Background: an optimization exercise with open tools, aiming at small area. Do not read the settings as production practice.
Only simulation tests tie the RTL to the original design; equivalence was not proved.
Power is estimated from default activity; no workload was simulated.

===== design/flow/run.sh =====
#!/bin/bash
# synth_recipe.tcl (not shown) runs the flow's synth.tcl, then flattens the netlist and writes it again
# the make line also repeats each setting of config.mk as NAME=value (left out here)
make -C /OpenROAD-flow-scripts/flow DESIGN_CONFIG=/design/flow/config.mk WORK_HOME=/design/flow/orfs CLKGATE_MAP_FILE= SYNTH_SCRIPT=/design/flow/synth_recipe.tcl finish

===== design/flow/config.mk =====
export PLATFORM = sky130hd
export DESIGN_NAME = FP_MUL
export DESIGN_NICKNAME = FP_MUL
export VERILOG_FILES = /design/flow/design.v
export SDC_FILE = /design/flow/constraint.sdc
export NUM_CORES = 8
export LEC_CHECK = 0
export CAP_MARGIN = 20
export CORE_MARGIN = 2
export CORE_UTILIZATION = 40
export SLEW_MARGIN = 20

===== design/flow/constraint.sdc =====
create_clock -name core_clock -period 10.0 [get_ports {CLK}]
set_input_delay 2.0000 -clock core_clock [delete_from_list [all_inputs] [get_ports {CLK}]]
set_output_delay 2.0000 -clock core_clock [all_outputs]
set_load 0.01 [all_outputs]

===== design/flow/design.v =====
`timescale 1ns/10ps
module FP_MUL(CLK, RESET, ENABLE, DATA_IN, DATA_OUT, READY);
input        CLK;
input        RESET;
input        ENABLE;
input  [7:0] DATA_IN;
output [7:0] DATA_OUT;
output       READY;
reg  [5:0]  cnt;
reg  [63:0] A_reg;
reg  [63:0] B_reg;
reg  [55:0] X;
reg         bp;
reg         p105;
wire ld_a    = (cnt >= 6'd1)  && (cnt <= 6'd8);
wire ld_b    = (cnt >= 6'd9)  && (cnt <= 6'd16);
wire compute = (cnt >= 6'd17) && (cnt <= 6'd43);
wire first   = (cnt == 6'd17);
wire last    = (cnt == 6'd43);
wire rnd     = (cnt == 6'd44);
always @(posedge CLK or posedge RESET)
	if (RESET)
		cnt <= 6'd0;
	else if (cnt == 6'd57)
		cnt <= 6'd0;
	else
		cnt <= cnt + 6'd1;
always @(posedge CLK)
	if (ld_a)
		A_reg <= {DATA_IN, A_reg[63:8]};
always @(posedge CLK)
	if (ld_b)
		B_reg <= {DATA_IN, B_reg[63:8]};
	else
		B_reg[51:0] <= {X[1:0], B_reg[51:2]};
always @(posedge CLK)
	bp <= B_reg[1];
wire b1  = last ? 1'b0 : B_reg[1];
wire b0  = last ? 1'b1 : B_reg[0];
wire bm1 = first ? 1'b0 : bp;
wire one = compute & (b0 ^ bm1);
wire two = compute & ((b1 & ~b0 & ~bm1) | (~b1 & b0 & bm1));
wire neg = compute & b1 & ~(b0 & bm1);
wire [53:0] ma  = {1'b0, 1'b1, A_reg[51:0]};
wire [53:0] sel = ({54{one}} & ma) | ({54{two}} & {ma[52:0], 1'b0});
wire [55:0] pp  = {neg, neg, sel ^ {54{neg}}};
wire cr  = X[1] & X[0] & (X[53] | B_reg[51]);
wire cin = neg | (rnd & cr);
wire [55:0] xs = {X[55], X[55], X[55:2]};
wire [56:0] c;
wire [55:0] s;
assign c[0] = cin;
genvar k;
generate
	for (k = 0; k < 56; k = k + 1) begin : g_add
		assign s[k]   = xs[k] ^ pp[k] ^ c[k];
		assign c[k+1] = (xs[k] & pp[k]) | (xs[k] & c[k]) | (pp[k] & c[k]);
	end
endgenerate
always @(posedge CLK or posedge RESET)
	if (RESET)
		X <= 56'd0;
	else
		X <= s;
always @(posedge CLK)
	if (rnd)
		p105 <= X[53];
wire [107:0] R  = {X, B_reg[51:0]};
wire [2:0]   j  = cnt[2:0] - 3'd1;      
wire [10:0]  E  = A_reg[62:52] + B_reg[62:52] + 11'h401 + {10'd0, p105};
wire         sg = A_reg[63] ^ B_reg[63];
reg [8:0] w;
always @*
	case (j)
		3'd1: w = R[88 +: 9];
		3'd2: w = R[78 +: 9];
		3'd3: w = R[68 +: 9];
		3'd4: w = R[58 +: 9];
		3'd5: w = R[48 +: 9];
		3'd6: w = R[38 +: 9];
		default: w = R[28 +: 9];
	endcase
wire [7:0] fb = p105 ? w[8:1] : w[7:0];
wire [1:0] lo = p105 ? {R[30], R[29] ^ R[28]}
                     : {R[29] ^ (R[28] & R[27]), R[28] ^ R[27]};
reg [7:0] dout;
always @*
	case (j)
		3'd0: dout = {sg, E[10:4]};
		3'd1: dout = {E[3:0], fb[3:0]};
		3'd7: dout = {fb[7:2], lo};
		default: dout = fb;
	endcase
assign READY    = (cnt >= 6'd49) && (cnt <= 6'd56);
assign DATA_OUT = dout;
endmodule

==> run_results.csv, run 1 <==
group,metric,value,unit
hold_path,min-delay-path-class,"flop to flop",
timing,worst_pin_slew,0.9852,ns
cells_and_area,fillers,2172,
synth,synthTopCellsByArea,"edfxtp_1, dfrtp_1, fa_1",
flow_run,maxCapViolations,0,
setup_path,critPathMaxFanout,3,
clock_tree,ctsLongestPathBuffers,2,
clock_tree,clock-sinks,192,
setup_path,arrival,21.18,ns
floorplanning,core_area,24390,um2
synth,syn_inst,801,
synth,synth_edf_count,77,
clock_tree,cts_made_buffers,17,
setup_path,crit_top_cell,"fa_2",
setup_path,regToRegStartpoint,"cnt[1]$_DFF_PP0_",
synth,syn_area,9965,um2
placement,routabilityCongestion,0.8559,
routing,via_count,6293,
hold_path,hold_end,"bp$_DFF_P_",
floorplanning,rows,57,
timing,fin_crit_sh,2.086,
grt,overflow,0,
routing,vias_per_cell,5.120,
run_status,failed_checks,"setup timing",
synth,ys.flop_type,"edfxtp_1",
setup_path,path_buf_inv,5,
clock_tree,insertion_delay,0.44,ns
timing,fin_ws,-10.86,ns
timing,hold_violations,0,
synth,syn_nets,897,
floorplanning,start_util,0.4085,
synth,synth_area_per_cell,12.44,um2
routing,drtAntennaViolNets,0,
setup_path,path_class,"flop to flop",
grt,antenna_found_initial,0,
floorplanning,die_w,161.8,um
grt,grt_max_degree,65,
timing,period_minus_slack,20.86,ns
setup_path,slowest_delay,0.39,ns
setup_path,rr_endpoint,"X[54]$_DFF_PP0_",
run_status,outcome,"finished with violations",
hold_path,min_from,"B_reg[1]$_DFF_P_",
cells_and_area,nNetsFinal,988,
floorplanning,die_h,161.8,um
routing,drt-initial-drc-count,414,
clock_tree,path_clk_slew,0.08,ns
power,p_per_area,213.9,nW/um2
synth,ys_top_cells_by_count,"inv_1, edfxtp_1, dfrtp_1",
timing,fmax,47.93,MHz
routing,routedWlPerCell,17.88,um
hold_path,hold_path_depth,0,
synth,synth_top_area_frac,0.2320,
setup_path,worst_ep_required_time,10.32,ns
setup_path,r2r_cells,66,
placement,place_area,11200,um2
synth,synth_top_area_cell,"edfxtp_1",
routing,drc_errors,0,
grt,grt_pass1_wl,35.52,mm
timing,hold_slack,0.3738,ns
timing,slew_headroom,0.3432,
synth,ys_types,63,
setup_path,slowest_stage,"dfrtp_1",
cells_and_area,num_antenna_cells,0,
routing,first_pass_iters,5,
floorplanning,ios,20,
synth,seq_area_frac_synth,0.4942,
power,fin_total_pwr,2.535,mW
power,p_leak,4.625,nW
placement,io_buffer_count,18,
timing,setup_viol,33,
routing,wirelength,21.98,mm
setup_path,crit_family,"adder cells",
cells_and_area,drive_gt1_frac,0.3160,
timing,drv_slew,0,
synth,synth.most_common_cell,"inv_1",
setup_path,end_kind,"flop",
clock_tree,cts-root-buf,"clkbuf_16",
placement,dp_slack,-10.91,ns
clock_tree,htreeDepth,4,
cells_and_area,stdcell_area,11850,um2
clock_tree,cts_tree,"yes",
synth,synth_seq_cells,192,
power,ir_worst_vdd,0.09612,mV
floorplanning,dieArea,26190,um2
setup_path,worst_setup_path_start_kind,"flop",
synth,ys_async_sr_fraction,0.3229,
timing,skew,0.01346,ns
synth,ys_warn_count,1,
grt,grt_pass1_vias,6491,
placement,place_hpwl,15.92,mm
timing,fin_tns_setup,-189.22,ns
timing,rsz0062_at_grt,"yes",
setup_path,r2r_slack,-10.86,ns
grt,track_usage,0.1765,
cells_and_area,area_delta_synth_final,18.94,%
-- area by class of cell --
type	instances	area [um2]	share of cell area
well taps	324	405.4	0.03421
clock inverters	15	183.9	0.01552
multi-input cells	443	4549	0.3839
repair buffers	113	893.4	0.07538
inverters	125	469.2	0.03959
flip-flops and latches	192	4925	0.4155
clock buffers	17	425.4	0.03590
-- how the worst max path moves through the flow --
stage / start / to / slack, ns / cells past startpoint
2_1_floorplan: cnt[5]$_DFF_PP0_ / X[54]$_DFF_PP0_ / -10.73 / 65
3_3_place_gp: cnt[1]$_DFF_PP0_ / X[54]$_DFF_PP0_ / -10.55 / 65
3_5_place_dp: cnt[1]$_DFF_PP0_ / X[54]$_DFF_PP0_ / -10.91 / 65
4_1_cts: cnt[1]$_DFF_PP0_ / X[54]$_DFF_PP0_ / -10.91 / 65
5_1_grt: cnt[1]$_DFF_PP0_ / X[54]$_DFF_PP0_ / -11.36 / 65
6_report: cnt[1]$_DFF_PP0_ / X[54]$_DFF_PP0_ / -10.86 / 66
-- routing by layer --
metal  GRT usage  wire length, um  up-vias
met2      0.2938            10880      103
met3     0.03141              697       17
li1            -                -     2986
met4     0.03580              240        0
met1      0.2443            10160     3187
met5           0                0        -
-- through the flow --
| stage | cells | util |
|---|---|---|
| 3_5_place_dp | 1194 | 0.4594 |
| 4_1_cts | 1229 | 0.4859 |
| 2_1_floorplan | 801 | - |
| 6_report | 1229 | 0.4859 |
| 3_3_place_gp | 1194 | 0.4594 |
| 5_1_grt | 1229 | 0.4859 |
-- cells in the final DEF (no fill, tap or decap), types with 3 or more instances in the layout --
| master | Yosys | final |
|---|---|---|
| fa_2 | 0 | 54 |
| xnor2_1 | 60 | 60 |
| dfxtp_1 | 53 | 53 |
| nor3b_1 | 3 | 3 |
| a22oi_1 | 15 | 15 |
| fa_1 | 57 | 3 |
| a21o_1 | 3 | 3 |
| clkdlybuf4s50_1 | 0 | 18 |
| nor2_1 | 20 | 20 |
| o21ai_0 | 8 | 8 |
| inv_8 | 0 | 4 |
| nand3_1 | 10 | 10 |
| a31oi_1 | 5 | 5 |
| inv_2 | 1 | 29 |
| nand2_2 | 1 | 3 |
| inv_6 | 0 | 4 |
| ha_1 | 28 | 26 |
| xor2_1 | 8 | 8 |
| nand4_1 | 3 | 3 |
| a211oi_1 | 5 | 5 |
| o211ai_1 | 4 | 4 |
| a32oi_1 | 54 | 54 |
| edfxtp_1 | 77 | 77 |
| nor2b_1 | 4 | 4 |
| nand2b_1 | 5 | 4 |
| clkinv_8 | 0 | 3 |
| clkbuf_16 | 0 | 17 |
| buf_4 | 0 | 95 |
| mux2_2 | 61 | 61 |
| a221o_1 | 3 | 3 |
| inv_1 | 124 | 96 |
| nor3_1 | 12 | 11 |
| a21oi_1 | 15 | 15 |
| nand2_1 | 20 | 18 |
| dfrtp_1 | 62 | 62 |
-- logic make-up after synthesis --
logic type / Yosys count / synth area share
muxes: 64 / 0.07320
xor gates and xnor gates: 68 / 0.05977
buffers and inverters: 166 / 0.06944
and+or+nand+nor: 90 / 0.04621
DFF: 192 / 0.4942
adders and majority gates: 85 / 0.1497
AOI/OAI and AO/OA: 136 / 0.1075
-- power by group --
part	switching, mW	internal, mW
combinational	0.329	0.323
sequential	0.142	1.04
clock	0.337	0.361
-- timing repair --
action	CTS	global route
hold buffers	0	0
setup endpoints to repair	33	34
pin swaps	1	0
resized for setup	12	16
setup buffers	3	0
==> run 2, diff against run 1 <==
--- a/design/flow/design.v
+++ b/design/flow/design.v
@@ -49,12 +49,3 @@
 wire [55:0] xs = {X[55], X[55], X[55:2]};
-wire [56:0] c;
-wire [55:0] s;
-assign c[0] = cin;
-genvar k;
-generate
-	for (k = 0; k < 56; k = k + 1) begin : g_add
-		assign s[k]   = xs[k] ^ pp[k] ^ c[k];
-		assign c[k+1] = (xs[k] & pp[k]) | (xs[k] & c[k]) | (pp[k] & c[k]);
-	end
-endgenerate
+wire [55:0] s = xs + pp + {55'd0, cin};
 always @(posedge CLK or posedge RESET)
==> run_results.csv, run 2 <==
group,metric,value,unit
routing,via_count,8703,
clock_tree,insertion_delay,0.45,ns
timing,drv_slew,0,
timing,skew,0.02124,ns
timing,setup_viol,0,
routing,drc_errors,0,
synth,syn_area,11400,um2
synth,synth_edf_count,77,
grt,track_usage,0.1877,
clock_tree,htreeDepth,4,
cells_and_area,layout_common_cells,"nand2_1, xnor2_1, ha_1",
synth,synth_top_area_frac,0.2029,
synth,ys_types,74,
synth,synth_seq_cells,192,
cells_and_area,nNetsFinal,1279,
setup_path,worst_setup_path_start_kind,"flop",
cells_and_area,area_delta_synth_final,9.365,%
routing,first_pass_iters,8,
synth,synth.most_common_cell,"nand2_1",
clock_tree,cts_made_buffers,17,
placement,dp_cells,1537,
run_status,outcome,"timing/DRC/antenna clean",
clock_tree,cts_resized,0,
grt,grt_pass1_vias,8346,
grt,antenna_found_initial,0,
grt,grt_pass1_wl,44.71,mm
floorplanning,rows,61,
synth,ys_async_sr_fraction,0.3229,
hold_path,min_from,"B_reg[1]$_DFF_P_",
floorplanning,start_util,0.4080,
cells_and_area,multiInputGateArea,6141,um2
floorplanning,die_h,172.8,um
setup_path,r2r_cells,19,
placement,place_hpwl,20.75,mm
routing,wirelength,27.80,mm
routing,routedWlPerCell,17.71,um
cells_and_area,final_cells,1570,
floorplanning,dieArea,29860,um2
clock_tree,path_clk_slew,0.07,ns
synth,syn_nets,1292,
setup_path,arrival,4.52,ns
cells_and_area,finalCoreUtilization,0.4462,
clock_tree,ctsHoldBuffers,0,
timing,rsz0062_at_grt,"no",
synth,ys_top_cells_by_count,"nand2_1, xnor2_1, ha_1",
floorplanning,die_w,172.8,um
clock_tree,cts-root-buf,"clkbuf_16",
synth,syn_inst,1192,
timing,slew_headroom,0.4095,
setup_path,worst_ep_required_time,8.00,ns
cells_and_area,fillers,2718,
placement,io_buffer_count,18,
clock_tree,ctsLongestPathBuffers,2,
hold_path,hold_end,"bp$_DFF_P_",
placement,routabilityCongestion,0.8635,
setup_path,critPathMaxFanout,12,
timing,fin_crit_sh,0.6522,
grt,grt_max_degree,65,
hold_path,hold_path_depth,0,
timing,hold_violations,0,
floorplanning,core_area,27930,um2
synth,synth_area_per_cell,9.561,um2
floorplanning,ios,20,
timing,fin_tns_setup,0,ns
synth,seq_area_frac_synth,0.4321,
clock_tree,post-cts-setup-buffer-count,0,
setup_path,end_kind,"primary output",
cells_and_area,final_common_cell,"nand2_1",
routing,vias_per_cell,5.543,
flow_run,maxCapViolations,0,
setup_path,regToRegStartpoint,"cnt[1]$_DFF_PP0_",
timing,period_minus_slack,6.522,ns
routing,drt-initial-drc-count,723,
synth,ys_warn_count,1,
clock_tree,cts_tree,"yes",
timing,worst_pin_slew,0.8847,ns
setup_path,r2r_slack,3.48,ns
setup_path,rr_endpoint,"X[54]$_DFF_PP0_",
grt,overflow,0,
cells_and_area,num_antenna_cells,0,
setup_path,path_class,"flop to primary output",
cells_and_area,seqCellArea,4925,um2
power,p_per_area,207.6,nW/um2
synth,synth_top_area_cell,"edfxtp_1",
synth,synthTopCellsByArea,"edfxtp_1, dfrtp_1, ha_1",
clock_tree,clock-sinks,192,
routing,drtAntennaViolNets,0,
power,ir_worst_vdd,0.1455,mV
cells_and_area,drive_gt1_frac,0.05201,
hold_path,min-delay-path-class,"flop to flop",
synth,ys.flop_type,"edfxtp_1",
timing,fmax,153.3,MHz
power,p_leak,5.070,nW
[run 2: cells by family after synthesis]
logic type | after synthesis | share of synthesized area
buffers and inverters | 90 | 0.03140
muxes | 12 | 0.01120
and+or+nand+nor | 369 | 0.1413
adders and majority gates | 89 | 0.09968
xor gates and xnor gates | 120 | 0.09222
AOI/OAI and AO/OA | 320 | 0.1921
DFF | 192 | 0.4321
[run 2: final cells by class]
cell class | count | share of cell area
multi-input cells | 910 | 0.4927
repair buffers | 24 | 0.01907
clock buffers | 19 | 0.03473
inverters | 34 | 0.01034
well taps | 378 | 0.03794
flip-flops and latches | 192 | 0.3951
clock inverters | 13 | 0.01014
[run 2: power breakdown]
group	switching [mW]	internal, mW
Sequential	0.206	1.04
Clock	0.332	0.329
Combinational	0.400	0.282
[run 2: critical path, cell delays in order, from the launching register on]
cell and delay, ns:
edfxtp_1 0.62, clkinv_1 0.35, ha_1 0.37, inv_1 0.04, ha_1 0.19, fa_1 0.40
a21o_1 0.20, a21oi_1 0.18, nor2b_1 0.09, o21a_1 0.18, o41a_1 0.35, a31oi_1 0.21
xnor2_1 0.11, o21ai_0 0.20, clkdlybuf4s50_1 0.58
[run 2: worst max path at each step]
stage                                start            endpoint  slack, ns  cells after the start
final                       p105$_DFFE_PP_         DATA_OUT[6]       3.48                     14
after global routing      cnt[1]$_DFF_PP0_     X[46]$_DFF_PP0_       2.91                     19
after CTS                   p105$_DFFE_PP_         DATA_OUT[6]       3.47                     14
after detailed placement  cnt[1]$_DFF_PP0_     X[54]$_DFF_PP0_       3.62                     19
after global placement    cnt[1]$_DFF_PP0_     X[54]$_DFF_PP0_       3.70                     19
after floorplan           cnt[0]$_DFF_PP0_  A_reg[0]$_DFFE_PP_       1.39                      5
[run 2: through the flow]
stage | setup WS (ns) | hold slack (ns) | power (mW) | cell area [um2]
after global placement | 3.697 | 0.3833 | 1.922 | 11880
after detailed placement | 3.624 | 0.3771 | 1.934 | 11880
after floorplan | 1.387 | 0.3507 | 1.699 | 11400
after CTS | 3.472 | 0.3879 | 2.598 | 12440
after global routing | 2.915 | 0.3957 | 2.748 | 12460
final | 3.478 | 0.3888 | 2.588 | 12460
[run 2: routing by layer]
layer / wire length (um) / share of wire / global-route usage / up-vias
met3: 1327 / 0.048 / 0.03826 / 39
met2: 13030 / 0.47 / 0.3040 / 212
li1: - / - / - / 4289
met1: 13000 / 0.47 / 0.2566 / 4163
met5: 0 / 0 / 0 / -
met4: 444 / 0.016 / 0.04908 / 0

-- static timing again, ports no longer ideal --
The flow's constraints put no driver on any port. The routed layouts listed below were extracted and timed again, unchanged, in two steps. Step 1 sets driving cells, clkbuf_16 on the clock port and buf_2 on the other inputs (assumed; they add their load-dependent delay and slew). Step 2 also shifts input and output timing later by t, the mid clock arrival at the registers, as if the neighbouring blocks saw the same clock. Slacks: ideal ports / drivers / drivers and shift; pairs: ideal ports / drivers.
run | t (ns) | setup WS [ns] | worst slew at a driven data input, ns
run 1 | 0.480 | -10.863 / -10.863 / -10.863 | 0.03
run 2 | 0.486 | 3.478 / 3.430 / 3.484 | 0.04
